Background: an optimization exercise with open tools, aiming at small area and a short achievable clock period. Do not read the settings as production practice. RTL that was checked went through simulation tests only; none was proved equivalent to the original. Function not checked in run 1: the RTL went through the layout flow alone.

--- flow/constraint.sdc ---
create_clock -name core_clock -period 12.5 [get_ports {clk}]
set_input_delay 2.5000 -clock core_clock [delete_from_list [all_inputs] [get_ports {clk}]]
set_output_delay 2.5000 -clock core_clock [all_outputs]
set_load 0.01 [all_outputs]
--- flow/flow/run.sh ---
#!/bin/bash
set -euo pipefail
export BUFFER_PORTS_ARGS="-buffer_cell sky130_fd_sc_hd__buf_1"
bash standard.sh > standard.log 2>&1
--- flow/standard.sh ---
#!/bin/bash
# synth_recipe.tcl (not shown) runs the flow's synth.tcl, then flattens the netlist and writes it again
# the make line also repeats each setting of config.mk as NAME=value (left out here)
make -C /OpenROAD-flow-scripts/flow DESIGN_CONFIG=/design/flow/config.mk WORK_HOME=/design/flow/orfs CLKGATE_MAP_FILE= SYNTH_SCRIPT=/design/flow/synth_recipe.tcl "${@:-finish}"
--- flow/design.v ---
module hd_calcu_4m(input [15:0] a,
                   output [4:0] hd
                  );
  wire c0, s0, c1, s1, c2, s2, c3, s3, c4, s4, c5, s5, c6, s6, c7, s7, c8, s8, c9, s9, c10, s10, c11, s11, c12, s12, c13, s13, c14, s14;
  ham_fa f0 (a[0], a[10], a[11], c0, s0);
  ham_fa f1 (a[12], a[13], a[14], c1, s1);
  ham_fa f2 (a[15], a[1], a[2], c2, s2);
  ham_fa f3 (a[3], a[4], a[5], c3, s3);
  ham_fa f4 (a[6], a[7], a[8], c4, s4);
  ham_fa f5 (a[9], s0, s1, c5, s5);
  ham_fa f6 (s2, s3, s4, c6, s6);
  ham_ha h7 (s5, s6, c7, s7);
  ham_fa f8 (c0, c1, c2, c8, s8);
  ham_fa f9 (c3, c4, c5, c9, s9);
  ham_fa f10 (c6, s8, c7, c10, s10);
  ham_ha h11 (s9, s10, c11, s11);
  ham_fa f12 (c8, c9, c10, c12, s12);
  ham_ha h13 (c11, s12, c13, s13);
  ham_ha h14 (c12, c13, c14, s14);
  assign hd[0] = s7;
  assign hd[1] = s11;
  assign hd[2] = s13;
  assign hd[3] = s14;
  assign hd[4] = c14;
endmodule
module ham_fa(input a, input b, input c, output co, output s);
  assign s  = a ^ b ^ c;
  assign co = (a & b) | (a & c) | (b & c);
endmodule
module ham_ha(input a, input b, output co, output s);
  assign s  = a ^ b;
  assign co = a & b;
endmodule
module ham(data_in, data_out, clk, resetn);
input [31:0] data_in;
input clk, resetn;
output reg [33:0] data_out;
wire p1 = data_out[1];
wire p0 = data_out[0];
wire [15:0] va, vb, vn;
genvar k;
generate
  for (k = 0; k < 16; k = k + 1) begin : pr
    ham_pair pp(data_in[2*k+1], data_in[2*k], data_out[2*k+3], data_out[2*k+2],
                va[k], vb[k], vn[k]);
  end
endgenerate
wire [4:0] A, B, N;
hd_calcu_4m ca(va, A);
hd_calcu_4m cb(vb, B);
hd_calcu_4m cn(vn, N);
function cout5;
  input [4:0] u, v;
  input c;
  reg cy;
  integer j;
  begin
    cy = c;
    for (j = 0; j < 5; j = j + 1)
      cy = (u[j] & v[j]) | (u[j] & cy) | (v[j] & cy);
    cout5 = cy;
  end
endfunction
wire [4:0] a8n = ~{A[4] | A[3], ~A[3], A[2:0]};
wire [4:0] rs, rc;
genvar m;
generate
  for (m = 0; m < 5; m = m + 1) begin : rw
    ham_fa f(B[m], N[m], a8n[m], rc[m], rs[m]);
  end
endgenerate
wire ie = A[4] | (A[3] & (~p1 | A[2] | A[1] | A[0]));
wire io = B[4] | (B[3] & (~(p1 & p0) | B[2] | B[1] | B[0])) |
          (~p1 & ~p0 & B[2] & B[1] & B[0]);
wire se = N[4] | (N[3] & (p0 | ~p1 | N[2] | N[1] | N[0])) |
          (p0 & ~p1 & N[2] & N[1] & N[0]);
wire so = rc[4] | cout5(rs, {rc[3:0], 1'b0}, ~p1);
wire is = cout5(A, ~N, ~p0);
wire eo = cout5(B, ~A, ~p0);
wire sel_i = ie & io & is;
wire sel_s = ~is & se & so;
wire sel_e = ~ie & ~se & eo;
wire c1 = ~sel_i & ~sel_s;
wire c0 = ~sel_i & ~sel_e;
wire inv1 = ~(c1 & ~c0);    
wire inv0 = ~(c1 & c0);     
wire [33:0] nxt;
assign nxt[1:0] = {c1, c0};
generate
  for (k = 0; k < 16; k = k + 1) begin : ob
    ham_obit o1(sel_s, data_in[2*k],   data_in[2*k+1], inv1, nxt[2*k+3]);
    ham_obit o0(sel_s, data_in[2*k+1], data_in[2*k],   inv0, nxt[2*k+2]);
  end
endgenerate
always @(posedge clk, negedge resetn)
begin
  if (!resetn)
    data_out <= 34'd0;
  else
    data_out <= nxt;
end
endmodule
module ham_obit(input s, input u, input v, input inv, output o);
  assign o = s ? u : v ^ inv;
endmodule
module ham_pair(input d1, input d0, input q1, input q0,
                output a, output b, output n);
  wire y;
  ham_xor xa(d1, q1, a);
  ham_xor xb(d0, q0, b);
  ham_xor xy(q1, q0, y);
  ham_mxn mn(y, a, b, n);
endmodule
module ham_xor(input u, input v, output o);
  assign o = u ^ v;
endmodule
module ham_mxn(input s, input u, input v, output o);
  assign o = s ? u : ~v;
endmodule
--- flow/config.mk ---
export PLATFORM = sky130hd
export DESIGN_NAME = ham
export DESIGN_NICKNAME = ham
export VERILOG_FILES = /design/flow/design.v
export SDC_FILE = /design/flow/constraint.sdc
export NUM_CORES = 4
export LEC_CHECK = 0
export CAP_MARGIN = 20
export CORE_MARGIN = 2
export CORE_UTILIZATION = 60
export CTS_BUF_LIST = sky130_fd_sc_hd__clkbuf_8
export SETUP_SLACK_MARGIN = 5
export SLEW_MARGIN = 20
export SYNTH_HIERARCHICAL = 1
export SYNTH_MINIMUM_KEEP_SIZE = 0
==> results of run 1 <==
-- metal layers --
| metal | vias up | GRT usage [%] |
|---|---|---|
| met5 | - | 0 |
| met4 | 0 | 8.62 |
| met3 | 5 | 3.07 |
| met2 | 66 | 46.1 |
| met1 | 1302 | 37.9 |
| li1 | 1215 | - |
-- worst max-delay path, cell delays in order --
cell      delay (ps)
clkbuf_2         130
xor2_2           190
buf_4            150
fa_1             570
fa_1             440
ha_1             210
fa_1             390
fa_1             470
ha_1             230
ha_4             320
nor2_1            60
fa_1             540
o22ai_1          100
or3_1            360
a32oi_4          320
buf_12           160
and2_2           300
nand2_1           80
o21ai_1           70
-- per-module statistics from Yosys, one instance, submodules excluded, excerpt --
module       cell area (um^2)  flops+latches  cells inside  times used
ham_xor                  8.76              0             1          48
hd_calcu_4m              37.5              0             5           3
ham                      1260             34            92           1
ham_ha                   12.5              0             1          12
ham_obit                 17.5              0             3          32
ham_mxn                  8.76              0             2          16
ham_fa                   20.0              0             1          38
-- cell type report --
cell class	instances	area, um^2	share of cell area (%)
clock buffer	6	82.6	2.01
tap	72	90.1	2.20
timing repair buffer	71	345	8.42
sequential	34	851	20.8
multi-input combinational	278	2690	65.5
clock inverter	2	12.5	0.305
inverter	9	33.8	0.824
-- worst max path at each step --
stage / start / end / slack (ps) / cells past startpoint
after global routing: data_in[7] / data_out[22] / 4960 / 19
after global placement: data_in[0] / data_out[32] / 4570 / 17
after CTS: data_in[30] / data_out[2] / 5000 / 18
after floorplan: data_in[0] / data_out[10] / 5090 / 17
final: data_in[7] / data_out[6] / 5120 / 19
after detailed placement: data_in[0] / data_out[32] / 4450 / 17
-- through the flow --
stage	setup slack [ps]	utilization, %
2_1_floorplan	5090	-
3_3_place_gp	4570	65.7
3_5_place_dp	4450	65.7
4_1_cts	5000	69.4
5_1_grt	4960	74.5
6_report	5120	74.5
-- repair_timing --
item                       4_1_cts  5_1_grt
resized for setup                8       50
gates cloned                     3        2
pin swaps                        3        3
setup endpoints to repair       32       32
buffers inserted                 2        2
-- kinds of logic (layout without fill, tap and decap cells) --
family / count (synthesis) / count (layout) / synth area share (%)
flip-flops: 34 / 34 / 25.0
AND/OR/NAND/NOR: 68 / 73 / 8.90
buffers and inverters: 26 / 88 / 4.75
multiplexers: 1 / 1 / 0.294
adder cells (fa/ha/maj): 52 / 52 / 27.4
XOR/XNOR: 80 / 80 / 20.6
AO/OA/AOI/OAI: 72 / 72 / 13.1
-- cell usage in the layout, fill, tap and decap left out, types with 3 or more instances in the layout --
master    synthesis  layout
nand2_1          50      49
o21ai_1          48      48
buf_1             0      46
fa_1             38      38
dfrtp_1          34      34
xnor2_1          32      32
xor2_2            0      28
clkbuf_2          0      21
xor2_1           48      20
ha_1             12      10
inv_1             9       9
nor2_1            6       6
clkbuf_8          0       6
and2_4            0       4
o22ai_1           3       3
nand2b_1          3       3
buf_12            0       3
==> summary.txt, run 1 <==
- HP Start: data_out[0]
- Reg2reg start: data_out[9]
- Net count, final: 483
- Final Hold Vio Count: 0
- Post-synth top cells: nand2_1, o21ai_1, xor2_1
- Final setup viols: 0
- Largest regs: data_out (34)
- CP Capture Type: flip-flop
- Initial core utilization: 61.8%
- Number of cells on the worst hold path: 3
- Sequential fraction of the synthesis area: 25.0%
- Hold slack final: 881 ps
- Reg2Reg Setup Slack: 7050 ps
- Final period util: 59.0%
- Die Ht: 79.3 um
- Vias in the first global route: 2682
- Antenna Cells: 0
- Top sig layer: met4
- Area leader, netlist: dfrtp_1
- All-Layer GR Usage: 27.6%
- # DRC: 0
- Cts bufs inserted: 5
- Die Wd: 79.3 um
- Iteration-0 DRC Markers: 113
- Gate count after technology mapping: 333
- Layout cells sized above 1: 19.0%
- Detail Placement HPWL: 5.61 mm
- DRT Pass-1 Iters: 7
- Critical Path RT: 12720 ps
- Site Rows: 27
- Routed met3 length: 337 um
- Total clock sinks: 34
- #FFs+latches synth: 34
- Met2 WL: 4.33 mm
- Initial antenna violation count: 0
- Post-DP Area: 3620 um^2
- Yosys warning count: 7
- Vias/cell: 5.48
- Most numerous cell in the Yosys netlist: nand2_1
- Setup_tns: 0 ps
- Root Driver: clkbuf_8
- Final std cells w/o fill: 472
- Die ar.: 6290 um^2
- Critical Path AT: 7600 ps
- DP Cell Count: 455
- I/O pin count: 68
- Worst-case reg-to-reg path depth: 18
- Reg clk slew, reported paths: 80 ps
- Vias: 2588
- Worst Skew: 8.84 ps
- Worst-Margin Slew: 905 ps
- Fill count: 411
- Worst rel slew slack: 39.7%
- Largest net degree at the start of global routing: 35
- Hold crit path type: flip-flop to flip-flop
- I/O Buffers: 67
- Wl on met1: 3.65 mm
- Global-route wire length before repair: 13.1 mm
- Ys async rst share: 100%
- Most flop-heavy register: data_out
- Number of flip-flops in the largest register: 34
- Maximum net fanout on the critical path: 8
- Final min period: 7380 ps
- Hold EP: data_out[1]
- Max-slew violations: 0
- Routed wire length: 8.39 mm
- Yosys top cell area share: 25.0%
- CTS H-tree lvls: 2
- Routability cong.: 0.897
- Worst Setup Start Kind: input pin
- RSZ-0062 raised after global routing: false
- Area grow syn2layout: 20.6%
- Post-synth EDFFs: 0
- Max cap viols: 0
- Post-synthesis cell area: 3400 um^2
- Status: timing/DRC/antenna clean
- Critical path class: input pin to flip-flop
- Antenna viol nets, final: 0
- Final design area excluding fillers: 4100 um^2
- TritonCTS clock tree: done
- Wirelength per Cell: 17.8 um
- Clock Path Buffers: 2
- Synth top area cells: dfrtp_1, fa_1, xor2_1, xnor2_1, o21ai_1
- Post-synth net total: 417
- GRT overflow: 0
- Fmax: 136 MHz
- Core area: 5510 um^2
- Worst skew pair latency: 300 ps
- Cts-stage hold buffer count: 0
- Worst r2r dst: data_out[6]
- Synth cell types: 38
- Synthesized area per cell: 10.2 um^2
- Top FF cell, synth: dfrtp_1
==> run 2: changes to the inputs <==
--- a/flow/design.v
+++ b/flow/design.v
@@ -82,8 +82,8 @@
 wire sel_e = ~ie & ~se & eo;
 wire c1 = ~sel_i & ~sel_s;
 wire c0 = ~sel_i & ~sel_e;
-wire inv1 = ~(c1 & ~c0);    
-wire inv0 = ~(c1 & c0);     
+wire inv1 = ~sel_e;           
+wire inv0 = sel_i | sel_e;    
 wire [33:0] nxt;
 assign nxt[1:0] = {c1, c0};
 generate
==> run 2 against run 1 <==
Still clean on timing, DRC and antenna. Die area down 1.3%. Count of clock-buffer cells in the layout decreased by 1. Wire length grew 1.3%. Synthesized area down 1.4%. Design area shrank 1.9%. Synthesized cell count decreased by 0.60%. Worst setup slack better by 36 ps. Critical path type unchanged. Critical endpoint is now data_out[31]. Largest cell class unchanged.
==> summary.txt, run 2 <==
- Status: timing/DRC/antenna clean
- Vias in the first global route: 2668
- Net count, final: 483
- Post-synth net total: 415
- Top FF cell, synth: dfrtp_1
- CTS H-tree lvls: 2
- Largest regs: data_out (34)
- Reg2reg start: data_out[8]
- Critical Path AT: 7510 ps
- Most flop-heavy register: data_out
- Site Rows: 27
- Yosys top cell area share: 25.4%
- Core area: 5440 um^2
- Synthesized area per cell: 10.1 um^2
- #FFs+latches synth: 34
- Vias/cell: 5.48
- Worst-case reg-to-reg path depth: 17
- CP Capture Type: flip-flop
- Routability cong.: 0.910
- Worst setup path start: data_in[1]
- Die Wd: 78.8 um
- Die ar.: 6200 um^2
- Most common cell after layout, fill and taps aside: nand2_1
- TritonCTS clock tree: done
- Fmax: 136 MHz
- Worst r2r dst: data_out[31]
- Vias: 2588
- Final min period: 7340 ps
- Clock Path Buffers: 2
- Global-route wire length before repair: 13.2 mm
- Commonest cells after routing, fill and taps aside: nand2_1, o21ai_1, buf_1
- Critical path class: input pin to flip-flop
- Root Driver: clkbuf_8
- Sequential fraction of the synthesis area: 25.4%
- Setup_tns: 0 ps
- Post-synthesis cell area: 3350 um^2
- Most numerous cell in the Yosys netlist: nand2_1
- Worst rel slew slack: 39.6%
- DRT Pass-1 Iters: 5
- Iteration-0 DRC Markers: 113
- RSZ-0062 raised after global routing: false
- Post-synth EDFFs: 0
- I/O pin count: 68
- Area grow syn2layout: 20.0%
- Routed wire length: 8.50 mm
- Max-slew violations: 0
- Gate count after technology mapping: 331
- CP endpoint: data_out[31]
- Final Hold Vio Count: 0
- Post-synth top cells: nand2_1, o21ai_1, xor2_1
- Largest net degree at the start of global routing: 35
- Reg2Reg Setup Slack: 7060 ps
- Worst skew pair latency: 290 ps
- Antenna viol nets, final: 0
- Cts bufs inserted: 5
- Number of flip-flops in the largest register: 34
- Ys async rst share: 100%
- Total clock sinks: 34
- Area leader, netlist: dfrtp_1
- Initial antenna violation count: 0
- Maximum net fanout on the critical path: 8
- Initial core utilization: 61.7%
- Reg clk slew, reported paths: 70 ps
- Wirelength per Cell: 18.0 um
- Worst-Margin Slew: 906 ps
- Yosys warning count: 7
- Critical Path RT: 12670 ps
- Max cap viols: 0
- All-Layer GR Usage: 28.1%
- GRT overflow: 0
- Antenna Cells: 0
- Die Ht: 78.8 um
- Worst Skew: 3.89 ps
- Layout cells sized above 1: 17.0%
- Worst Setup Start Kind: input pin
- Synth top area cells: dfrtp_1, fa_1, xor2_1, xnor2_1, o21ai_1
- Hold crit path type: flip-flop to flip-flop
- Detail Placement HPWL: 5.54 mm
- Final period util: 58.7%
- Final setup viols: 0
- # DRC: 0
- Hold slack final: 935 ps
- Synth cell types: 35
- I/O Buffers: 67
==> run 2: logic make-up after synthesis <==
logic type	Yosys count	share of synthesized area [%]
xor+xnor	80	20.9
compound gates	70	12.1
simple gates	68	8.73
fa+ha+maj	53	28.1
flops	34	25.4
buf+inv	26	4.81
==> run 2: worst min path at each step <==
stage	startpoint	end	slack (ps)	depth (start not counted)
after global placement	data_out[0]	data_out[0]	860	3
after CTS	data_out[0]	data_out[0]	920	3
after global routing	data_out[0]	data_out[0]	1020	3
after detailed placement	data_out[0]	data_out[0]	830	3
after floorplan	data_out[0]	data_out[0]	710	3
final	data_out[0]	data_out[0]	930	3
==> run 2: layout make-up <==
cell class,instances,area (um^2)
sequential,34,851
multi-input combinational,278,2640
inverter,9,33.8
clock inverter,3,37.5
clock buffer,5,68.8
tap,72,90.1
fill,431,1420
timing repair buffer,71,302
==> run 2: metal layers <==
metal	part of all wire (%)	global-route usage, %
met5	0	0
met3	5.7	3.98
met4	1.7	7.72
met1	41	39.0
met2	51	46.8
==> run 2: stage by stage <==
stage	utilization (%)	setup slack, ps	cell area, um^2	std cells
4_1_cts	69.1	5010	3760	466
3_3_place_gp	66.1	4600	3600	454
3_5_place_dp	66.1	4440	3600	454
2_1_floorplan	-	5030	3370	331
6_report	74.0	5160	4020	472
5_1_grt	74.0	4970	4020	472
==> run 2: repair_timing <==
item	CTS	global route
buffers inserted	0	3
hold buffers	0	0
gates cloned	4	3
resized for setup	7	47
pin swaps	2	3
setup endpoints to repair	32	32
==> run 2: per-module statistics from Yosys, one instance, submodules excluded, excerpt <==
| module | cells | times used |
|---|---|---|
| ham | 90 | 1 |
| ham_fa | 1 | 38 |
| ham_ha | 1 | 12 |
| ham_mxn | 2 | 16 |
| ham_obit | 3 | 32 |
| ham_xor | 1 | 48 |
| hd_calcu_4m | 5 | 3 |
==> run 2: worst max-delay path, cell delays in order <==
cell      delay [ps]
buf_1            190
xor2_2           220
nand2_1           80
o21ai_1          120
fa_1             450
fa_1             480
ha_1             230
fa_1             410
fa_1             460
ha_1             200
ha_1             380
fa_1             580
o22ai_1           80
or3_1            400
a31oi_4          200
clkbuf_2         200
and2_4           250
o21ai_1           90
==> run 3: changes to the inputs <==
--- a/flow/config.mk
+++ b/flow/config.mk
@@ -9,7 +9,7 @@
 export CORE_MARGIN = 2
 export CORE_UTILIZATION = 60
 export CTS_BUF_LIST = sky130_fd_sc_hd__clkbuf_8
-export SETUP_SLACK_MARGIN = 5
+export SETUP_SLACK_MARGIN = 4
 export SLEW_MARGIN = 20
 export SYNTH_HIERARCHICAL = 1
 export SYNTH_MINIMUM_KEEP_SIZE = 0
==> run 3 against run 2 <==
Synthesized cell count did not move. Critical path depth did not move. Register-to-register slack got worse by 340 ps. Maximum frequency fell by 5.4%. Sequential share of layout area rose by 1.8 points. Count of clock-buffer cells in the layout rose by 1. Largest cell class unchanged. Worst setup slack got worse by 420 ps. Via count fell by 6.3%.
==> summary.txt, run 3 <==
- Status: timing/DRC/antenna clean
- Synth top area cells: dfrtp_1, fa_1, xor2_1, xnor2_1, o21ai_1
- Final std cells w/o fill: 461
- Vias/cell: 5.26
- Post-synth EDFFs: 0
- Max incr delay on CP: 790 ps
- CP Capture Type: flip-flop
- Antenna viol nets, final: 0
- Sequential fraction of the synthesis area: 25.4%
- Global-route wire length before repair: 11.8 mm
- Root Driver: clkbuf_8
- Reg2reg start: data_out[8]
- Vias in the first global route: 2497
- GRT overflow: 0
- Number of cells on the worst hold path: 3
- Worst skew pair latency: 290 ps
- Clock Path Buffers: 2
- Iteration-0 DRC Markers: 83
- HP Start: data_out[0]
- Layout cells sized above 1: 3.60%
- Gate count after technology mapping: 331
- Area grow syn2layout: 10.6%
- Cts bufs inserted: 5
- Fmax: 129 MHz
- Total clock sinks: 34
- Antenna Cells: 0
- Commonest cells after routing, fill and taps aside: buf_1, nand2_1, o21ai_1
- Cts-stage hold buffer count: 0
- TritonCTS clock tree: done
- Worst path bufs/invs: 2
- Register Area: 851 um^2
- # DRC: 0
- Post-synth net total: 415
- Top cell by count, worst path: fa_1
- I/O Buffers: 67
- Yosys warning count: 7
- Hold EP: data_out[0]
- Post-cts sizing count: 0
- Routed wire length: 6.79 mm
- Post-CTS Repair Setup Buffers: 0
- Final setup viols: 0
- DP Cell Count: 454
- Net count, final: 473
- Die Wd: 78.8 um
- Wirelength per Cell: 14.7 um
- Max cap viols: 0
- Top delay family on crit path: adder cells
- Global Route met2 Usage: 41.1%
- Critical Path AT: 7910 ps
- Initial antenna violation count: 0
- Slowest CP cell: nand2_1
- Setup_tns: 0 ps
- DRT Pass-1 Iters: 4
- Most numerous cell in the Yosys netlist: nand2_1
- I/O pin count: 68
- Largest regs: data_out (34)
- Worst Setup Start Kind: input pin
- CP Cell Sequence: buf_1, xor2_1, nand2_1, o21ai_1, fa_1, fa_1, ha_1, fa_1, fa_1, ha_1, ha_1, a41o_1, a221oi_2, o311ai_4, buf_4, nand2_1, xnor2_1, o21ai_1
- Final period util: 62.1%
- All-Layer GR Usage: 24.8%
- Detail Placement HPWL: 5.36 mm
- Core area: 5440 um^2
- Met3 Use GR: 3.98%
- #FFs+latches synth: 34
- Routability cong.: 0.873
- Critical Path RT: 12660 ps
- Area leader, netlist: dfrtp_1
- Ys async rst share: 100%
- Die Ht: 78.8 um
- Most flop-heavy register: data_out
- Vias: 2424
- Initial core utilization: 61.7%
- Worst Skew: 3.54 ps
- Reg clk slew, reported paths: 70 ps
- Die ar.: 6200 um^2
- RSZ-0062 raised after global routing: false
- Met1 GRT Util: 33.8%
- Top FF cell, synth: dfrtp_1
- Most Used Layer, Global Route: met2
- CTS H-tree lvls: 2
- Fill count: 452
- Most common cell after layout, fill and taps aside: buf_1
- Synth cell types: 35
- Final min period: 7760 ps
- Critical path class: input pin to flip-flop
- Final Hold Vio Count: 0
- Largest net degree at the start of global routing: 65
- Maximum net fanout on the critical path: 18
- Number of flip-flops in the largest register: 34
- Worst-case reg-to-reg path depth: 16
- Site Rows: 27
- Worst rel slew slack: 32.4%
- Yosys top cell area share: 25.4%
- Post-synth top cells: nand2_1, o21ai_1, xor2_1
- Reg2Reg Setup Slack: 6720 ps
- Hold crit path type: flip-flop to flip-flop
- Synthesized area per cell: 10.1 um^2
- Post-synthesis cell area: 3350 um^2
- Multi-input gate area: 2360 um^2
- Worst r2r dst: data_out[24]
- Worst-Margin Slew: 1010 ps
- Max-slew violations: 0
## run 3: cells by family after synthesis
| kind of cell | Yosys count | share of synthesized area, % |
|---|---|---|
| fa+ha+maj | 53 | 28.1 |
| compound gates | 70 | 12.1 |
| flops | 34 | 25.4 |
| buf+inv | 26 | 4.81 |
| simple gates | 68 | 8.73 |
| xor+xnor | 80 | 20.9 |
## run 3: layout make-up
cell class | instances | area share (%)
clock buffers | 6 | 2.23
clock inverters | 1 | 0.810
inverters | 9 | 0.911
multi-input cells | 271 | 63.7
flip-flops and latches | 34 | 22.9
well taps | 72 | 2.43
repair buffers | 68 | 7.02
## run 3: worst max path at each step
stage / startpoint / end / slack [ps] / depth (start not counted)
floorplan: data_in[0] / data_out[10] / 4430 / 16
global placement: data_in[9] / data_out[20] / 4330 / 17
detailed placement: data_in[9] / data_out[30] / 4260 / 17
CTS: data_in[7] / data_out[30] / 4540 / 17
global route: data_in[7] / data_out[6] / 4430 / 18
finish: data_in[7] / data_out[24] / 4740 / 18
## run 3: metal layers
metal / vias up / wire, um
li1: 1206 / -
met1: 1152 / 3100
met2: 59 / 3330
met3: 7 / 260
met4: 0 / 92
met5: - / 0
## run 3: worst min-delay path: cells and delay by family (launching register included)
| kind | cells | cell delay (ps) |
|---|---|---|
| AND/OR/NAND/NOR | 2 | 270 |
| flip-flops | 1 | 450 |
| AO/OA/AOI/OAI | 1 | 120 |
## run 3: stage by stage
step	area [um^2]	hold WS (ps)	util (%)	worst slack, ps
after floorplan	3360	711	-	4430
after global placement	3590	862	66.1	4330
after detailed placement	3590	849	66.1	4260
after CTS	3710	874	68.2	4540
after global routing	3710	934	68.2	4430
final	3710	873	68.2	4740
## run 3: modules after synthesis (local to each module, per instance), excerpt
module       cell area [um^2]  flip-flops and latches  copies in the design
ham_ha                   12.5                       0                    12
hd_calcu_4m              37.5                       0                     3
ham                      1210                      34                     1
ham_mxn                  8.76                       0                    16
ham_obit                 17.5                       0                    32
ham_fa                   20.0                       0                    38
ham_xor                  8.76                       0                    48
==> run 4: changes to the inputs <==
--- a/flow/config.mk
+++ b/flow/config.mk
@@ -9,7 +9,7 @@
 export CORE_MARGIN = 2
 export CORE_UTILIZATION = 60
 export CTS_BUF_LIST = sky130_fd_sc_hd__clkbuf_8
-export SETUP_SLACK_MARGIN = 4
+export SETUP_SLACK_MARGIN = 3
 export SLEW_MARGIN = 20
 export SYNTH_HIERARCHICAL = 1
 export SYNTH_MINIMUM_KEEP_SIZE = 0
==> run 4 against run 3 <==
Cell count grew 0.22%. Count of clock-buffer cells in the layout unchanged. Utilization down 0.32 points. Highest routed layer unchanged.
==> summary.txt, run 4 <==
- Number of flip-flops in the largest register: 34
- CP Capture Type: flip-flop
- Maximum net fanout on the critical path: 18
- Global-route wire length before repair: 12.3 mm
- CP endpoint: data_out[4]
- Critical Path AT: 7880 ps
- Post-synth top cells: nand2_1, o21ai_1, xor2_1
- Most common cell after layout, fill and taps aside: buf_1
- Die Ht: 78.8 um
- TritonCTS clock tree: done
- Max cap viols: 0
- Sequential fraction of the synthesis area: 25.4%
- Fmax: 129 MHz
- GRT overflow: 0
- Die ar.: 6200 um^2
- I/O pin count: 68
- Antenna viol nets, final: 0
- Total clock sinks: 34
- RSZ-0062 raised after global routing: false
- Reg2Reg Setup Slack: 6690 ps
- Hold crit path type: flip-flop to flip-flop
- Vias: 2482
- Worst Setup Start Kind: input pin
- Ys async rst share: 100%
- Detail Placement HPWL: 5.58 mm
- Largest regs: data_out (34)
- Clock Path Buffers: 2
- Root Driver: clkbuf_8
- Setup_tns: 0 ps
- Cts bufs inserted: 5
- Initial antenna violation count: 0
- Routability cong.: 0.888
- Final Hold Vio Count: 0
- Synthesized area per cell: 10.1 um^2
- Gate count after technology mapping: 331
- Layout cells sized above 1: 3.85%
- Worst setup slack after placement: 4200 ps
- Antenna Cells: 0
- Most flop-heavy register: data_out
- Post-synth EDFFs: 0
- #FFs+latches synth: 34
- Final WS setup: 4760 ps
- Reg2reg start: data_out[32]
- Final min period: 7740 ps
- Die Wd: 78.8 um
- Worst r2r dst: data_out[4]
- Post-CTS Repair Setup Buffers: 0
- Net count, final: 473
- Initial core utilization: 61.7%
- Vias in the first global route: 2569
- Worst-Margin Slew: 1000 ps
- Status: timing/DRC/antenna clean
- Yosys top cell area share: 25.4%
- Worst skew pair latency: 290 ps
- Worst Skew: 8.28 ps
- Area grow syn2layout: 10.1%
- Final period util: 61.9%
- I/O Buffers: 67
- DRT Pass-1 Iters: 4
- Iteration-0 DRC Markers: 91
- CTS H-tree lvls: 2
- All-Layer GR Usage: 25.8%
- Wirelength per Cell: 15.3 um
- Yosys warning count: 7
- Cts-stage hold buffer count: 0
- Routed wire length: 7.09 mm
- Worst setup path start: data_in[30]
- Synth cell types: 35
- Commonest cells after routing, fill and taps aside: buf_1, nand2_1, o21ai_1
- Max-slew violations: 0
- Core area: 5440 um^2
- # DRC: 0
- Post-synth net total: 415
- Worst-case reg-to-reg path depth: 16
- Vias/cell: 5.37
- Site Rows: 27
- Synth top area cells: dfrtp_1, fa_1, xor2_1, xnor2_1, o21ai_1
- Critical path class: input pin to flip-flop
- Area leader, netlist: dfrtp_1
- Largest net degree at the start of global routing: 65
- Final setup viols: 0
- Post-cts sizing count: 0
- Worst rel slew slack: 32.9%
- Post-synthesis cell area: 3350 um^2
- Critical Path RT: 12640 ps
- Top FF cell, synth: dfrtp_1
- Most numerous cell in the Yosys netlist: nand2_1
- Reg clk slew, reported paths: 80 ps
-- run 4: cell counts after synthesis --
No cell type changed its count.
-- run 4: logic make-up (layout without fill, tap and decap cells) --
kind of cell	Yosys count	in the layout	share of synthesized area (%)
compound gates	70	70	12.1
xor+xnor	80	80	20.9
fa+ha+maj	53	53	28.1
buf+inv	26	85	4.81
flops	34	34	25.4
simple gates	68	68	8.73
-- run 4: modules after synthesis (local to each module, per instance), a selection --
module       copies in the design  flip-flops and latches
hd_calcu_4m                     3                       0
ham_fa                         38                       0
ham_obit                       32                       0
ham_ha                         12                       0
ham                             1                      34
ham_mxn                        16                       0
-- run 4: per-stage QoR --
stage | util [%] | cells | area (um^2) | hold WS, ps
2_1_floorplan | - | 331 | 3350 | 711
3_3_place_gp | 66.1 | 454 | 3590 | 884
3_5_place_dp | 66.1 | 454 | 3590 | 884
4_1_cts | 67.8 | 462 | 3690 | 906
5_1_grt | 67.9 | 462 | 3690 | 986
6_report | 67.9 | 462 | 3690 | 914
-- run 4: worst max-delay path: stages --
cell,delay [ps]
buf_1,140
xor2_1,300
o21ai_1,150
fa_1,550
fa_1,520
ha_1,210
fa_1,390
fa_1,450
ha_1,190
ha_1,370
a41o_1,240
a221oi_2,360
o311ai_4,150
buf_4,260
nand2_1,780
xnor2_1,190
o21ai_1,90
-- run 4: how the worst min path moves through the flow --
stage                      startpoint          end  slack, ps  cells after the start
after detailed placement  data_out[0]  data_out[0]        880                      3
after CTS                 data_out[0]  data_out[0]        910                      3
final                     data_out[0]  data_out[0]        910                      3
after floorplan           data_out[0]  data_out[0]        710                      3
after global routing      data_out[0]  data_out[0]        990                      3
after global placement    data_out[0]  data_out[0]        880                      3
-- run 4: layout make-up --
| cell class | instances | area [um^2] |
|---|---|---|
| Clock inverter | 2 | 12.5 |
| Timing Repair Buffer | 68 | 260 |
| Sequential cell | 34 | 851 |
| Multi-Input combinational cell | 271 | 2360 |
| Fill cell | 463 | 1750 |
| Clock buffer | 6 | 82.6 |
| Inverter | 9 | 33.8 |
| Tap cell | 72 | 90.1 |
-- run 4: routing by layer --
metal / global-route usage, % / wire length [um] / vias up
li1: - / - / 1209
met1: 34.6 / 3100 / 1199
met2: 42.6 / 3550 / 64
met3: 5.34 / 319 / 10
met4: 7.89 / 122 / 0
met5: 0 / 0 / -
==> run 5: changes to the inputs <==
--- a/flow/config.mk
+++ b/flow/config.mk
@@ -8,8 +8,8 @@
 export CAP_MARGIN = 20
 export CORE_MARGIN = 2
 export CORE_UTILIZATION = 60
-export CTS_BUF_LIST = sky130_fd_sc_hd__clkbuf_8
-export SETUP_SLACK_MARGIN = 3
+export CTS_BUF_LIST = sky130_fd_sc_hd__clkbuf_4
+export SETUP_SLACK_MARGIN = 4.5
 export SLEW_MARGIN = 20
 export SYNTH_HIERARCHICAL = 1
 export SYNTH_MINIMUM_KEEP_SIZE = 0
==> run 5 against run 4 <==
Still clean. Maximum frequency rose by 0.77%. Synthesized cell count did not move. Sequential share of layout area rose by 0.26 points. Clock skew fell by 1.7 ps. Critical path depth did not move. Largest cell class unchanged.
==> summary.txt, run 5 <==
- Max cap viols: 0
- Root Driver: clkbuf_4
- Reg clk slew, reported paths: 110 ps
- Post-synth net total: 415
- TritonCTS clock tree: done
- DP Cell Count: 454
- Synth top area cells: dfrtp_1, fa_1, xor2_1, xnor2_1, o21ai_1
- CP Cell Sequence: buf_1, xor2_1, o21ai_1, fa_1, fa_1, ha_1, fa_1, fa_1, ha_1, ha_1, a41o_1, a221oi_2, o311ai_4, buf_4, nand2_1, xnor2_1, o21ai_1
- Commonest cells after routing, fill and taps aside: buf_1, nand2_1, o21ai_1
- Worst-case reg-to-reg path depth: 16
- Synthesized area per cell: 10.1 um^2
- Max-slew violations: 0
- Status: timing/DRC/antenna clean
- Vias: 2447
- Gate count after technology mapping: 331
- Detail Placement HPWL: 5.55 mm
- Total clock sinks: 34
- Post-synth top cells: nand2_1, o21ai_1, xor2_1
- Sequential fraction of the synthesis area: 25.4%
- CP Capture Type: flip-flop
- Post-synth EDFFs: 0
- Clock Path Buffers: 2
- Initial core utilization: 61.7%
- Hold slack final: 884 ps
- Post-synthesis cell area: 3350 um^2
- Antenna Cells: 0
- Final period util: 61.4%
- Vias/cell: 5.30
- GRT overflow: 0
- Area grow syn2layout: 8.84%
- Largest net degree at the start of global routing: 65
- Post-cts sizing count: 0
- Post-DP Area: 3590 um^2
- Cts bufs inserted: 5
- Critical Path RT: 12720 ps
- Worst skew pair latency: 350 ps
- Vias in the first global route: 2406
- I/O Buffers: 67
- Core area: 5440 um^2
- Antenna viol nets, final: 0
- Number of flip-flops in the largest register: 34
- Global-route wire length before repair: 11.6 mm
- Maximum net fanout on the critical path: 18
- Hold crit path type: flip-flop to flip-flop
- Critical Path AT: 7900 ps
- Hold EP: data_out[0]
- Most flop-heavy register: data_out
- Most numerous cell in the Yosys netlist: nand2_1
- Most common cell after layout, fill and taps aside: buf_1
- Yosys top cell area share: 25.4%
- Worst Setup Start Kind: input pin
- Yosys warning count: 7
- Setup_tns: 0 ps
- Cts-stage hold buffer count: 0
- Wirelength per Cell: 15.0 um
- Synth cell types: 35
- Die Ht: 78.8 um
- Slowest CP cell: nand2_1
- Top cell by count, worst path: fa_1
- Layout cells sized above 1: 3.59%
- Reg2Reg Setup Slack: 6690 ps
- Worst r2r dst: data_out[8]
- Final setup viols: 0
- Final Hold Vio Count: 0
- Number of cells on the worst hold path: 3
- Ys async rst share: 100%
- Fmax: 130 MHz
- Worst-Margin Slew: 1050 ps
- Area leader, netlist: dfrtp_1
- Reg2reg start: data_out[32]
- Worst Skew: 6.59 ps
- Routability cong.: 0.877
- RSZ-0062 raised after global routing: false
- I/O pin count: 68
- Top delay family on crit path: adder cells
- Routed wire length: 6.93 mm
- CTS H-tree lvls: 2
- Worst rel slew slack: 30.0%
- Post-CTS Repair Setup Buffers: 0
- DRT Pass-1 Iters: 4
- Worst path bufs/invs: 2
- Final min period: 7680 ps
- Iteration-0 DRC Markers: 109
- Final design area excluding fillers: 3650 um^2
- Net count, final: 473
- Critical path class: input pin to flip-flop
- # DRC: 0
- Max incr delay on CP: 810 ps
- Final std cells w/o fill: 462
- Die Wd: 78.8 um
- HP Start: data_out[0]
- Crit. path cell count: 17
- Site Rows: 27
- #FFs+latches synth: 34
- Largest regs: data_out (34)
- Die ar.: 6200 um^2
- Fill count: 472
- Top FF cell, synth: dfrtp_1
- All-Layer GR Usage: 24.4%
- Initial antenna violation count: 0
-- run 5: modules after synthesis, one instance, submodules excluded, a selection --
module / cells / cell area [um^2] / flops+latches
ham_mxn: 2 / 8.76 / 0
ham_ha: 1 / 12.5 / 0
ham_xor: 1 / 8.76 / 0
ham_fa: 1 / 20.0 / 0
ham_obit: 3 / 17.5 / 0
hd_calcu_4m: 5 / 37.5 / 0
ham: 90 / 1210 / 34
-- run 5: cells by family after synthesis --
logic type | synth area share [%]
simple gates | 8.73
compound gates | 12.1
fa+ha+maj | 28.1
flops | 25.4
buf+inv | 4.81
xor+xnor | 20.9
-- run 5: worst max path at each step --
| stage | startpoint | end |
|---|---|---|
| 2_1_floorplan | data_in[0] | data_out[10] |
| 3_3_place_gp | data_in[9] | data_out[20] |
| 3_5_place_dp | data_in[9] | data_out[9] |
| 4_1_cts | data_in[9] | data_out[9] |
| 5_1_grt | data_in[7] | data_out[18] |
| 6_report | data_in[30] | data_out[8] |
-- run 5: cell type report --
type                    count  area [um^2]  area share, %
multi-input cells         271         2360           64.7
flip-flops and latches     34          851           23.3
repair buffers             68          260           7.13
well taps                  72         90.1           2.47
clock buffers               5         37.5           1.03
inverters                   9         33.8          0.926
clock inverters             3         16.3          0.446
-- run 5: worst min-delay path: stages (launching register included) --
cell	delay, ps
dfrtp_1	460
o21ai_1	120
nand4b_1	150
and2_1	140
-- run 5: metrics by stage --
step / util [%] / worst slack, ps
after floorplan: - / 4930
after global placement: 66.1 / 4340
after detailed placement: 66.1 / 4200
after CTS: 67.1 / 4580
after global routing: 67.1 / 4570
final: 67.1 / 4820
-- run 5: metal layers --
metal / share of wire (%) / vias up / wire length [um] / GRT usage (%)
met4: 0.94 / 0 / 65 / 6.32
met3: 3.8 / 5 / 266 / 3.07
met5: 0 / - / 0 / 0
met1: 45 / 1175 / 3120 / 34.2
li1: - / 1211 / - / -
met2: 50 / 56 / 3480 / 40.6
==> run 6: changes to the inputs <==
--- a/flow/config.mk
+++ b/flow/config.mk
@@ -8,7 +8,8 @@
 export CAP_MARGIN = 20
 export CORE_MARGIN = 2
 export CORE_UTILIZATION = 60
-export CTS_BUF_LIST = sky130_fd_sc_hd__clkbuf_4
+export CTS_BUF_LIST = sky130_fd_sc_hd__clkbuf_8
+export GPL_TIMING_DRIVEN = 1
 export SETUP_SLACK_MARGIN = 4.5
 export SLEW_MARGIN = 20
 export SYNTH_HIERARCHICAL = 1
==> run 6 against run 5 <==
Worst hold slack improved by 15 ps. Still clean on timing, DRC and antenna. Critical path type unchanged. Register-to-register slack better by 130 ps. Critical endpoint is now data_out[9]. Cell count unchanged. Critical path depth stayed put. Synthesized area stayed put. Via count is 1.2% lower. Design area is 1.2% higher. Utilization up 0.81 points.
==> summary.txt, run 6 <==
- Core area: 5440 um^2
- Ys async rst share: 100%
- Max cap viols: 0
- Top cell by count, worst path: fa_1
- Antenna viol nets, final: 0
- Vias in the first global route: 2408
- Synth top area cells: dfrtp_1, fa_1, xor2_1, xnor2_1, o21ai_1
- Most common cell after layout, fill and taps aside: buf_1
- Synthesized area per cell: 10.1 um^2
- Largest regs: data_out (34)
- Detail Placement HPWL: 5.55 mm
- Final min period: 7630 ps
- Iteration-0 DRC Markers: 90
- RSZ-0062 raised after global routing: false
- CTS H-tree lvls: 2
- Routed wire length: 6.92 mm
- Yosys warning count: 7
- Top delay family on crit path: adder cells
- Die Wd: 78.8 um
- Max incr delay on CP: 570 ps
- Synth cell types: 35
- Top FF cell, synth: dfrtp_1
- CP Capture Type: flip-flop
- Post-synthesis cell area: 3350 um^2
- Wirelength per Cell: 15.0 um
- Worst path bufs/invs: 1
- Gate count after technology mapping: 331
- Total clock sinks: 34
- Initial core utilization: 61.7%
- Post-CTS Repair Setup Buffers: 0
- Reg clk slew, reported paths: 70 ps
- Worst rel slew slack: 42.0%
- Initial antenna violation count: 0
- Most numerous cell in the Yosys netlist: nand2_1
- DP Cell Count: 454
- Most flop-heavy register: data_out
- Worst Skew: 3.75 ps
- Die ar.: 6200 um^2
- Cts bufs inserted: 5
- Final setup viols: 0
- Site Rows: 27
- Max-slew violations: 0
- Status: timing/DRC/antenna clean
- Yosys top cell area share: 25.4%
- Critical Path AT: 7780 ps
- GRT overflow: 0
- Final std cells w/o fill: 462
- Fmax: 131 MHz
- #FFs+latches synth: 34
- Worst skew pair latency: 290 ps
- I/O pin count: 68
- Antenna Cells: 0
- Commonest cells after routing, fill and taps aside: buf_1, nand2_1, o21ai_1
- Critical Path RT: 12650 ps
- Hold crit path type: flip-flop to flip-flop
- Worst-Margin Slew: 871 ps
- Clock Path Buffers: 2
- DRT Pass-1 Iters: 4
- Post-synth EDFFs: 0
- Slowest CP cell: fa_1
- Root Driver: clkbuf_8
- Worst Setup Start Kind: input pin
- CP Cell Sequence: buf_1, xor2_1, nand2_1, o21ai_1, fa_1, fa_1, ha_1, fa_1, fa_1, ha_1, ha_1, fa_1, o22ai_1, or3_1, a31oi_1, and2_4, o21ai_1
- Die Ht: 78.8 um
- Net count, final: 473
- All-Layer GR Usage: 24.5%
- Setup_tns: 0 ps
- Final Hold Vio Count: 0
- Post-synth top cells: nand2_1, o21ai_1, xor2_1
- Post-synth net total: 415
- # DRC: 0
- Critical path class: input pin to flip-flop
- Maximum net fanout on the critical path: 64
- Layout cells sized above 1: 4.10%
- Routability cong.: 0.877
- Number of flip-flops in the largest register: 34
- Area leader, netlist: dfrtp_1
- Area grow syn2layout: 10.1%
- Final period util: 61.0%
- Vias: 2418
- Largest net degree at the start of global routing: 65
- Global-route wire length before repair: 11.7 mm
- Cts-stage hold buffer count: 0
- I/O Buffers: 67
- Vias/cell: 5.23
- Sequential fraction of the synthesis area: 25.4%
- TritonCTS clock tree: done
==> run 6: cell counts after synthesis <==
No cell type changed its count.
==> run 6: area by class of cell <==
type	count	area [um^2]
clock buffers	6	82.6
clock inverters	2	12.5
fillers	467	1750
inverters	9	33.8
multi-input cells	271	2360
flip-flops and latches	34	851
well taps	72	90.1
repair buffers	68	260
==> run 6: worst paths after layout <==
path | slack (ps) | depth (start not counted) | start | end
worst max-delay path | 4870 | 17 | data_in[9] | data_out[9]
worst min-delay path | 900 | 3 | data_out[0] | data_out[0]
worst max register to register | 6820 | 15 | data_out[32] | data_out[9]
worst min register to register | 900 | 3 | data_out[0] | data_out[0]
max in group asynchronous | 9650 | 1 | resetn | data_out[28]
min in group asynchronous | 2310 | 1 | resetn | data_out[1]
==> run 6: worst min-delay path, cell delays in order, from the launching register on <==
cell and delay [ps]:
dfrtp_1 440, o21ai_1 120, nand4b_1 170, and2_1 140
==> run 6: per-stage QoR <==
stage	hold slack [ps]	setup WS [ps]	utilization (%)	cell area (um^2)
final	899	4870	67.9	3690
after global routing	979	4540	67.9	3690
after CTS	879	4720	67.9	3690
after detailed placement	855	4200	66.1	3590
after global placement	864	4340	66.1	3590
after floorplan	711	4930	-	3370
==> run 6: what timing repair did <==
| action | CTS | global route |
|---|---|---|
| pin swaps | 0 | 0 |
| setup endpoints to repair | 1 | 1 |
| hold endpoints to repair | 0 | 0 |
| resized for setup | 1 | 1 |
==> run 6: cell families (layout without fill, tap and decap cells) <==
group,after synthesis,after routing,share of synthesized area (%)
DFF,34,34,25.4
adders and majority gates,53,53,28.1
AOI/OAI and AO/OA,70,70,12.1
xor gates and xnor gates,80,80,20.9
buffers and inverters,26,85,4.81
and+or+nand+nor,68,68,8.73
==> run 6: per-module statistics from Yosys, one instance, submodules excluded, excerpt <==
module,cells inside,copies in the design,area [um^2],flip-flops and latches
ham_ha,1,12,12.5,0
ham_obit,3,32,17.5,0
hd_calcu_4m,5,3,37.5,0
ham_fa,1,38,20.0,0
ham_xor,1,48,8.76,0
ham,90,1,1210,34
ham_mxn,2,16,8.76,0
==> run 6: layer usage <==
layer / vias to the layer above / routed length (um) / GRT usage [%]
li1: 1207 / - / -
met3: 7 / 211 / 2.73
met1: 1152 / 3220 / 34.7
met4: 0 / 73 / 6.84
met5: - / 0 / 0
met2: 52 / 3420 / 40.3
==> run 7: changes to the inputs <==
--- a/flow/config.mk
+++ b/flow/config.mk
@@ -9,7 +9,6 @@
 export CORE_MARGIN = 2
 export CORE_UTILIZATION = 60
 export CTS_BUF_LIST = sky130_fd_sc_hd__clkbuf_8
-export GPL_TIMING_DRIVEN = 1
 export SETUP_SLACK_MARGIN = 4.5
 export SLEW_MARGIN = 20
 export SYNTH_HIERARCHICAL = 1
==> run 7 against run 6 <==
Largest cell class unchanged. Design area is the same. Highest routed layer unchanged. Synthesized area is the same. Sequential share of layout area is the same. Still clean on timing, DRC and antenna. Wire length is the same. Maximum frequency is the same. Critical endpoint unchanged.
==> summary.txt, run 7 <==
- I/O Buffers: 67
- Die Wd: 78.8 um
- Yosys warning count: 7
- Routability cong.: 0.877
- GRT overflow: 0
- Worst-Margin Slew: 871 ps
- Compound-Gate Fraction of Synth Area: 12.1%
- Largest regs: data_out (34)
- Fmax: 131 MHz
- Clock Path Buffers: 2
- Post-DP Area: 3590 um^2
- Synth cell types: 35
- Worst Skew: 3.75 ps
- Vias in the first global route: 2408
- Die ar.: 6200 um^2
- Max cap viols: 0
- Synth Area in Simple Gates: 8.73%
- Setup_tns: 0 ps
- Commonest cells after routing, fill and taps aside: buf_1, nand2_1, o21ai_1
- Initial core utilization: 61.7%
- Final core utilization: 67.9%
- Status: timing/DRC/antenna clean
- Final Hold Vio Count: 0
- Cts-stage hold buffer count: 0
- Post-synth net total: 415
- Post-CTS Repair Setup Buffers: 0
- Worst skew pair latency: 290 ps
- # DRC: 0
- CP Capture Type: flip-flop
- Post-synth top cells: nand2_1, o21ai_1, xor2_1
- Main combinational cell family by area after synthesis: adder cells
- Net count, final: 473
- Worst Setup Start Kind: input pin
- Site Rows: 27
- #FFs+latches synth: 34
- Wirelength per Cell: 15.0 um
- Reg clk slew, reported paths: 70 ps
- Synthesized area per cell: 10.1 um^2
- TritonCTS clock tree: done
- Area leader, netlist: dfrtp_1
- Global Route met2 Usage: 40.3%
- Most flop-heavy register: data_out
- Post-synthesis cell area: 3350 um^2
- Final min period: 7630 ps
- Critical Path RT: 12650 ps
- Worst rel slew slack: 42.0%
- DRT Pass-1 Iters: 4
- Root Driver: clkbuf_8
- Slowest CP cell: fa_1
- Critical path class: input pin to flip-flop
- Vias: 2418
- Most Used Layer, Global Route: met2
- Number of flip-flops in the largest register: 34
- Detail Placement HPWL: 5.55 mm
- CTS H-tree lvls: 2
- Top cell by count, worst path: fa_1
- Iteration-0 DRC Markers: 90
- Ys async rst share: 100%
- Multiplexer share of the synthesized area: 0%
- Final design area excluding fillers: 3690 um^2
- Post-synth EDFFs: 0
- Max incr delay on CP: 570 ps
- Total clock sinks: 34
- Adder-Cell Fraction of Synth Area: 28.1%
- Sequential fraction of the synthesis area: 25.4%
- Die Ht: 78.8 um
- Critical Path AT: 7780 ps
- Maximum net fanout on the critical path: 64
- Synth Area in XOR/XNOR: 20.9%
- I/O pin count: 68
- Fill count: 467
- Gate count after technology mapping: 331
- Layout cells sized above 1: 4.10%
- Largest net degree at the start of global routing: 65
- Most numerous cell in the Yosys netlist: nand2_1
- All-Layer GR Usage: 24.5%
- Most common cell after layout, fill and taps aside: buf_1
- Antenna viol nets, final: 0
- Final setup viols: 0
- Top FF cell, synth: dfrtp_1
- Antenna Cells: 0
- Routed wire length: 6.92 mm
- Global-route wire length before repair: 11.7 mm
- Initial antenna violation count: 0
- Cts bufs inserted: 5
- Max-slew violations: 0
- RSZ-0062 raised after global routing: false
- Met3 Use GR: 2.73%
- Synth top area cells: dfrtp_1, fa_1, xor2_1, xnor2_1, o21ai_1
- Vias/cell: 5.23
- Hold crit path type: flip-flop to flip-flop
- Met1 GRT Util: 34.7%
- Area grow syn2layout: 10.1%
- CP Cell Sequence: buf_1, xor2_1, nand2_1, o21ai_1, fa_1, fa_1, ha_1, fa_1, fa_1, ha_1, ha_1, fa_1, o22ai_1, or3_1, a31oi_1, and2_4, o21ai_1
- Core area: 5440 um^2
- Final period util: 61.0%
- Yosys top cell area share: 25.4%
==> run 7: cell counts after synthesis <==
Identical to the previous run, type by type.
==> run 7: what timing repair did <==
item,CTS,global route
gates resized for setup,1,1
gates cloned,0,0
endpoints found under the setup margin,1,1
pin swaps,0,0
==> run 7: path summary, 6_finish.rpt <==
check / start / endpoint / slack, ps / depth (start not counted)
setup / recovery: data_in[9] / data_out[9] / 4870 / 17
hold / removal: data_out[0] / data_out[0] / 900 / 3
hold reg to reg: data_out[0] / data_out[0] / 900 / 3
min in group asynchronous: resetn / data_out[1] / 2310 / 1
setup reg to reg: data_out[32] / data_out[9] / 6820 / 15
max in group asynchronous: resetn / data_out[28] / 9650 / 1
==> run 7: final cells by class <==
type                    count  area [um^2]  share of cell area, %
flip-flops and latches     34          851                   23.0
well taps                  72         90.1                   2.44
multi-input cells         271         2360                   64.0
clock inverters             2         12.5                  0.339
repair buffers             68          260                   7.05
clock buffers               6         82.6                   2.24
inverters                   9         33.8                  0.915
==> run 7: modules after synthesis, one instance, submodules excluded, excerpt <==
module       copies in the design  cells inside  flip-flops and latches
ham_fa                         38             1                       0
ham_ha                         12             1                       0
ham_mxn                        16             2                       0
ham_obit                       32             3                       0
hd_calcu_4m                     3             5                       0
ham                             1            90                      34
ham_xor                        48             1                       0
==> run 7: through the flow <==
step           setup WS, ps  std cells  hold WS, ps
2_1_floorplan          4930        331          711
3_3_place_gp           4340        454          864
3_5_place_dp           4200        454          855
4_1_cts                4720        462          879
5_1_grt                4540        462          979
6_report               4870        462          899
==> run 7: layer usage <==
layer  vias to the layer above  share of wire [%]  routed length (um)
met5                         -                  0                   0
met4                         0                1.1                  73
met3                         7                3.0                 211
met2                        52                 49                3420
met1                      1152                 47                3220
li1                       1207                  -                   -
==> run 7: worst max-delay path: cells and delay by family <==
family / cells / cell delay (ps)
fa+ha+maj: 8 / 3150
buf+inv: 1 / 170
simple gates: 3 / 980
compound gates: 4 / 660
xor+xnor: 1 / 270
==> run 7: cell families (layout without fill, tap and decap cells) <==
| group | Yosys count | in the layout |
|---|---|---|
| fa+ha+maj | 53 | 53 |
| buf+inv | 26 | 85 |
| simple gates | 68 | 68 |
| compound gates | 70 | 70 |
| flops | 34 | 34 |
| xor+xnor | 80 | 80 |
==> run 8: changes to the inputs <==
--- a/flow/config.mk
+++ b/flow/config.mk
@@ -7,8 +7,9 @@
 export LEC_CHECK = 0
 export CAP_MARGIN = 20
 export CORE_MARGIN = 2
-export CORE_UTILIZATION = 60
+export CORE_UTILIZATION = 75
 export CTS_BUF_LIST = sky130_fd_sc_hd__clkbuf_8
+export PLACE_DENSITY = 0.8
 export SETUP_SLACK_MARGIN = 4.5
 export SLEW_MARGIN = 20
 export SYNTH_HIERARCHICAL = 1
==> run 8 against run 7 <==
Still clean. Design area decreased by 1.2%. Die area down 19%. Sequential cell count did not move. Critical path depth is 1 higher. Register-to-register slack worse by 100 ps. Count of clock-buffer cells in the layout is 1 lower. Worst setup slack lost 120 ps. Worst hold slack gained 6.6 ps. Wire length is 3.1% higher. Clock skew increased by 4.6 ps. Critical endpoint is now data_out[13]. Highest routed layer unchanged.
==> summary.txt, run 8 <==
- Critical path class: input pin to flip-flop
- Die Wd: 70.9 um
- Largest net degree at the start of global routing: 65
- Worst skew pair latency: 290 ps
- Routed wire length: 7.14 mm
- Post-synth top cells: nand2_1, o21ai_1, xor2_1
- Fmax: 129 MHz
- Net count, final: 473
- Post-synth EDFFs: 0
- Ys async rst share: 100%
- Final min period: 7750 ps
- Final setup viols: 0
- Worst Skew: 8.40 ps
- Detail Placement HPWL: 5.71 mm
- Root Driver: clkbuf_8
- CTS H-tree lvls: 2
- RSZ-0062 raised after global routing: false
- Cts-stage hold buffer count: 0
- Final WS setup: 4750 ps
- Met3 Use GR: 5.13%
- Yosys warning count: 7
- Synthesized area per cell: 10.1 um^2
- Wirelength per Cell: 16.2 um
- Post-synth net total: 415
- Post-synthesis cell area: 3350 um^2
- Worst-case reg-to-reg path depth: 17
- TritonCTS clock tree: done
- Slowest CP cell: and2_4
- # DRC: 0
- Commonest cells after routing, fill and taps aside: buf_1, nand2_1, o21ai_1
- Final period util: 62.0%
- Multi-input gate area: 2360 um^2
- Vias: 2551
- Hold crit path type: flip-flop to flip-flop
- Global Route met2 Usage: 52.5%
- Critical Path RT: 12710 ps
- Worst setup slack after placement: 4170 ps
- Worst-Margin Slew: 1010 ps
- Sequential fraction of the synthesis area: 25.4%
- Number of cells on the worst hold path: 3
- Max cap viols: 0
- Maximum net fanout on the critical path: 64
- Yosys top cell area share: 25.4%
- Vias/cell: 5.78
- Worst Setup Start Kind: input pin
- DRT Pass-1 Iters: 4
- #FFs+latches synth: 34
- Die Ht: 70.9 um
- Reg clk slew, reported paths: 70 ps
- Cts bufs inserted: 5
- Final std cells w/o fill: 441
- Antenna Cells: 0
- Status: timing/DRC/antenna clean
- Post-cts sizing count: 1
- Max incr delay on CP: 580 ps
- Layout cells sized above 1: 3.34%
- Final Hold Vio Count: 0
- Most common cell after layout, fill and taps aside: buf_1
- Number of flip-flops in the largest register: 34
- Vias in the first global route: 2682
- Most flop-heavy register: data_out
- Setup_tns: 0 ps
- Register Area: 851 um^2
- Iteration-0 DRC Markers: 175
- All-Layer GR Usage: 31.8%
- Most numerous cell in the Yosys netlist: nand2_1
- Fill count: 270
- Top cell by count, worst path: fa_1
- Routability cong.: 0.874
- Top FF cell, synth: dfrtp_1
- CP Capture Type: flip-flop
- Initial antenna violation count: 0
- I/O pin count: 68
- GRT overflow: 0
- Worst path bufs/invs: 1
- Top delay family on crit path: adder cells
- Area leader, netlist: dfrtp_1
- Most Used Layer, Global Route: met2
- DP Cell Count: 434
- Crit. path cell count: 18
- Core area: 4320 um^2
- CP Cell Sequence: buf_1, xor2_1, nand2_1, o21ai_1, fa_1, fa_1, ha_1, fa_1, fa_1, ha_1, ha_1, fa_1, o22ai_1, or3_1, a31oi_1, and2_4, nand2_1, o21ai_1
- Synth cell types: 35
- I/O Buffers: 67
- Initial core utilization: 77.5%
- Antenna viol nets, final: 0
- Total clock sinks: 34
- Critical Path AT: 7950 ps
- Met1 GRT Util: 42.9%
- Global-route wire length before repair: 12.3 mm
- Die ar.: 5020 um^2
- Post-CTS Repair Setup Buffers: 0
- Synth top area cells: dfrtp_1, fa_1, xor2_1, xnor2_1, o21ai_1
- Gate count after technology mapping: 331
- Max-slew violations: 0
- Clock Path Buffers: 2
- Worst rel slew slack: 32.8%
- Site Rows: 24
- Area grow syn2layout: 8.88%
- Largest regs: data_out (34)
- Final core utilization: 84.4%
run 8: path summary, 6_finish.rpt:
| check | endpoint | slack [ps] | startpoint |
|---|---|---|---|
| min in group asynchronous | data_out[30] | 2300 | resetn |
| max in group asynchronous | data_out[8] | 9670 | resetn |
| max | data_out[13] | 4750 | data_in[21] |
| min reg2reg | data_out[0] | 910 | data_out[0] |
| min | data_out[0] | 910 | data_out[0] |
| max reg2reg | data_out[13] | 6720 | data_out[23] |
run 8: cell families (layout without fill, tap and decap cells):
| kind of cell | after synthesis | count (layout) | synth area share (%) |
|---|---|---|---|
| AO/OA/AOI/OAI | 70 | 70 | 12.1 |
| XOR/XNOR | 80 | 80 | 20.9 |
| adder cells (fa/ha/maj) | 53 | 53 | 28.1 |
| buffers and inverters | 26 | 84 | 4.81 |
| flip-flops | 34 | 34 | 25.4 |
| AND/OR/NAND/NOR | 68 | 68 | 8.73 |
run 8: stage by stage:
stage	hold slack (ps)	area (um^2)
finish	905	3650
global placement	844	3570
global route	961	3650
detailed placement	853	3570
floorplan	711	3370
CTS	870	3650
run 8: cell type report:
type / instances / area share, %
Multi-Input combinational cell: 271 / 64.7
Sequential cell: 34 / 23.3
Timing Repair Buffer: 68 / 7.13
Clock buffer: 5 / 1.88
Tap cell: 52 / 1.78
Inverter: 9 / 0.925
Clock inverter: 2 / 0.308
run 8: worst min-delay path: stages (launching register included):
cell and delay, ps:
dfrtp_1 470, o21ai_1 110, nand4b_1 150, and2_1 140
run 8: per-layer routing:
metal	vias up	wire, um
met5	-	0
met4	0	180
met3	16	362
met2	88	3600
met1	1241	3000
li1	1206	-
run 8: Yosys stat by module, one instance, submodules excluded, a selection:
| module | flops+latches | times used | cells | area, um^2 |
|---|---|---|---|---|
| ham_xor | 0 | 48 | 1 | 8.76 |
| ham_mxn | 0 | 16 | 2 | 8.76 |
| ham_fa | 0 | 38 | 1 | 20.0 |
| ham_obit | 0 | 32 | 3 | 17.5 |
| ham_ha | 0 | 12 | 1 | 12.5 |
| ham | 34 | 1 | 90 | 1210 |
==> run 9: changes to the inputs <==
--- a/flow/config.mk
+++ b/flow/config.mk
@@ -7,9 +7,10 @@
 export LEC_CHECK = 0
 export CAP_MARGIN = 20
 export CORE_MARGIN = 2
-export CORE_UTILIZATION = 75
+export CORE_UTILIZATION = 60
 export CTS_BUF_LIST = sky130_fd_sc_hd__clkbuf_8
-export PLACE_DENSITY = 0.8
+export CTS_CLUSTER_DIAMETER = 500
+export CTS_CLUSTER_SIZE = 50
 export SETUP_SLACK_MARGIN = 4.5
 export SLEW_MARGIN = 20
 export SYNTH_HIERARCHICAL = 1
==> run 9 against run 8 <==
Global-route usage is 7.4 points lower. Register-to-register slack gained 100 ps. Largest cell class unchanged. Critical path depth fell by 1. Non-clock buffer count unchanged.
==> summary.txt, run 9 <==
- Post-synth EDFFs: 0
- Fmax: 131 MHz
- Top sig layer: met4
- Synth top area cells: dfrtp_1, fa_1, xor2_1, xnor2_1, o21ai_1
- Sequential fraction of the synthesis area: 25.4%
- Worst-case reg-to-reg path depth: 15
- Antenna Cells: 0
- CTS H-tree lvls: 2
- Net count, final: 473
- Worst-Margin Slew: 871 ps
- Cts-stage hold buffer count: 0
- Max cap viols: 0
- GRT overflow: 0
- Most numerous cell in the Yosys netlist: nand2_1
- Reg2Reg Setup Slack: 6820 ps
- Synthesized area per cell: 10.1 um^2
- Post-cts sizing count: 1
- Wl on met1: 3.22 mm
- Vias in the first global route: 2408
- Yosys top cell area share: 25.4%
- Status: timing/DRC/antenna clean
- Final Hold Vio Count: 0
- Detail Placement HPWL: 5.55 mm
- I/O pin count: 68
- Fill count: 467
- Clock Path Buffers: 2
- Worst Setup Start Kind: input pin
- Layout cells sized above 1: 4.10%
- Largest net degree at the start of global routing: 65
- Vias/cell: 5.23
- Most common cell after layout, fill and taps aside: buf_1
- Worst rel slew slack: 42.0%
- Routability cong.: 0.877
- Reg2reg start: data_out[32]
- Ys async rst share: 100%
- Initial core utilization: 61.7%
- Post-synth top cells: nand2_1, o21ai_1, xor2_1
- Synth cell types: 35
- Vias: 2418
- Critical Path AT: 7780 ps
- Total clock sinks: 34
- Worst Skew: 3.75 ps
- Post-DP Area: 3590 um^2
- Initial antenna violation count: 0
- Maximum net fanout on the critical path: 64
- Final min period: 7630 ps
- Die ar.: 6200 um^2
- Critical path class: input pin to flip-flop
- I/O Buffers: 67
- Hold crit path type: flip-flop to flip-flop
- Site Rows: 27
- Worst r2r dst: data_out[9]
- All-Layer GR Usage: 24.5%
- TritonCTS clock tree: done
- Final WS setup: 4870 ps
- Gate count after technology mapping: 331
- Hold EP: data_out[0]
- Met2 WL: 3.42 mm
- Root Driver: clkbuf_8
- #FFs+latches synth: 34
- Number of flip-flops in the largest register: 34
- Commonest cells after routing, fill and taps aside: buf_1, nand2_1, o21ai_1
- Global-route wire length before repair: 11.7 mm
- Largest regs: data_out (34)
- Reg clk slew, reported paths: 70 ps
- Die Ht: 78.8 um
- Final period util: 61.0%
- Antenna viol nets, final: 0
- RSZ-0062 raised after global routing: false
[run 9: how the worst max path moves through the flow]
stage,end,cells past startpoint,slack [ps],start
detailed placement,data_out[9],17,4200,data_in[9]
global route,data_out[33],18,4540,data_in[7]
CTS,data_out[8],18,4720,data_in[9]
floorplan,data_out[10],16,4930,data_in[0]
finish,data_out[9],17,4870,data_in[9]
global placement,data_out[20],17,4340,data_in[9]
[run 9: cell families after synthesis]
logic type / after synthesis / share of synthesized area (%)
XOR/XNOR: 80 / 20.9
AO/OA/AOI/OAI: 70 / 12.1
AND/OR/NAND/NOR: 68 / 8.73
adder cells (fa/ha/maj): 53 / 28.1
flip-flops: 34 / 25.4
buffers and inverters: 26 / 4.81
[run 9: area by class of cell]
| type | instances | area (um^2) | area share (%) |
|---|---|---|---|
| multi-input cells | 271 | 2360 | 64.0 |
| flip-flops and latches | 34 | 851 | 23.0 |
| repair buffers | 68 | 260 | 7.05 |
| well taps | 72 | 90.1 | 2.44 |
| clock buffers | 6 | 82.6 | 2.24 |
| inverters | 9 | 33.8 | 0.915 |
| clock inverters | 2 | 12.5 | 0.339 |
[run 9: Yosys stat by module (local to each module, per instance), a selection]
module | times used | cell area [um^2]
ham | 1 | 1210
ham_fa | 38 | 20.0
ham_ha | 12 | 12.5
ham_mxn | 16 | 8.76
ham_obit | 32 | 17.5
ham_xor | 48 | 8.76
hd_calcu_4m | 3 | 37.5
[run 9: stage by stage]
stage	hold WS [ps]	util [%]	std cells
after floorplan	711	-	331
after global placement	864	66.1	454
after detailed placement	855	66.1	454
after CTS	879	67.9	462
after global routing	979	67.9	462
final	899	67.9	462
[run 9: worst max-delay path, stage by stage]
cell and delay [ps]:
buf_1 170, xor2_1 270, nand2_1 70, o21ai_1 150
fa_1 490, fa_1 490, ha_1 210, fa_1 380
fa_1 440, ha_1 190, ha_1 380, fa_1 570
o22ai_1 90, or3_1 340, a31oi_1 260, and2_4 570
o21ai_1 160
[run 9: layer usage]
metal | up-vias | global-route usage, %
li1 | 1207 | -
met1 | 1152 | 34.7
met2 | 52 | 40.3
met3 | 7 | 2.73
met4 | 0 | 6.84
met5 | - | 0

what the ideal ports hide:
In the flow no input, the clock included, has a driving cell. The finished layouts below were timed again as built, in two steps.
Step 1 sets driving cells, clkbuf_16 on the clock port and buf_2 on the other inputs (assumed; they add their load-dependent delay and slew).
Step 2 moves the port delays by t, midway between the first and last clock arrival at a register: inputs arrive t later, outputs are due t later. That takes back most of the time a late clock gives input paths.
a / b / c = ideal / step 1 / step 2; a / b = the first two.
| run | t, ns | setup slack, ns | worst hold slack (ns) | slew at the worst register clock pin (ns) | cell pins on the clock port's net |
|---|---|---|---|---|---|
| run 1 | 0.327 | 5.124 / 5.135 / 4.809 | 0.881 / 0.881 / 0.881 | 0.08 / 0.08 | 1 |
| run 2 | 0.316 | 5.160 / 5.158 / 4.842 | 0.935 / 0.935 / 0.935 | 0.07 / 0.07 | 1 |
| run 3 | 0.319 | 4.743 / 4.748 / 4.429 | 0.873 / 0.873 / 0.873 | 0.07 / 0.07 | 1 |
| run 4 | 0.320 | 4.761 / 4.763 / 4.444 | 0.914 / 0.914 / 0.914 | 0.08 / 0.08 | 1 |
| run 5 | 0.371 | 4.821 / 4.828 / 4.456 | 0.884 / 0.884 / 0.884 | 0.11 / 0.11 | 1 |
| run 6 | 0.318 | 4.873 / 4.881 / 4.563 | 0.899 / 0.899 / 0.899 | 0.07 / 0.07 | 1 |
| run 7 | 0.318 | 4.873 / 4.881 / 4.563 | 0.899 / 0.899 / 0.899 | 0.07 / 0.07 | 1 |
| run 8 | 0.317 | 4.754 / 4.757 / 4.440 | 0.905 / 0.905 / 0.905 | 0.07 / 0.07 | 1 |
| run 9 | 0.318 | 4.873 / 4.881 / 4.563 | 0.899 / 0.899 / 0.899 | 0.07 / 0.07 | 1 |
After both steps every run listed still meets setup and hold. The setup slack of run 5, which loses most, moves by +0.007 ns with the drivers and by -0.365 ns with both steps.
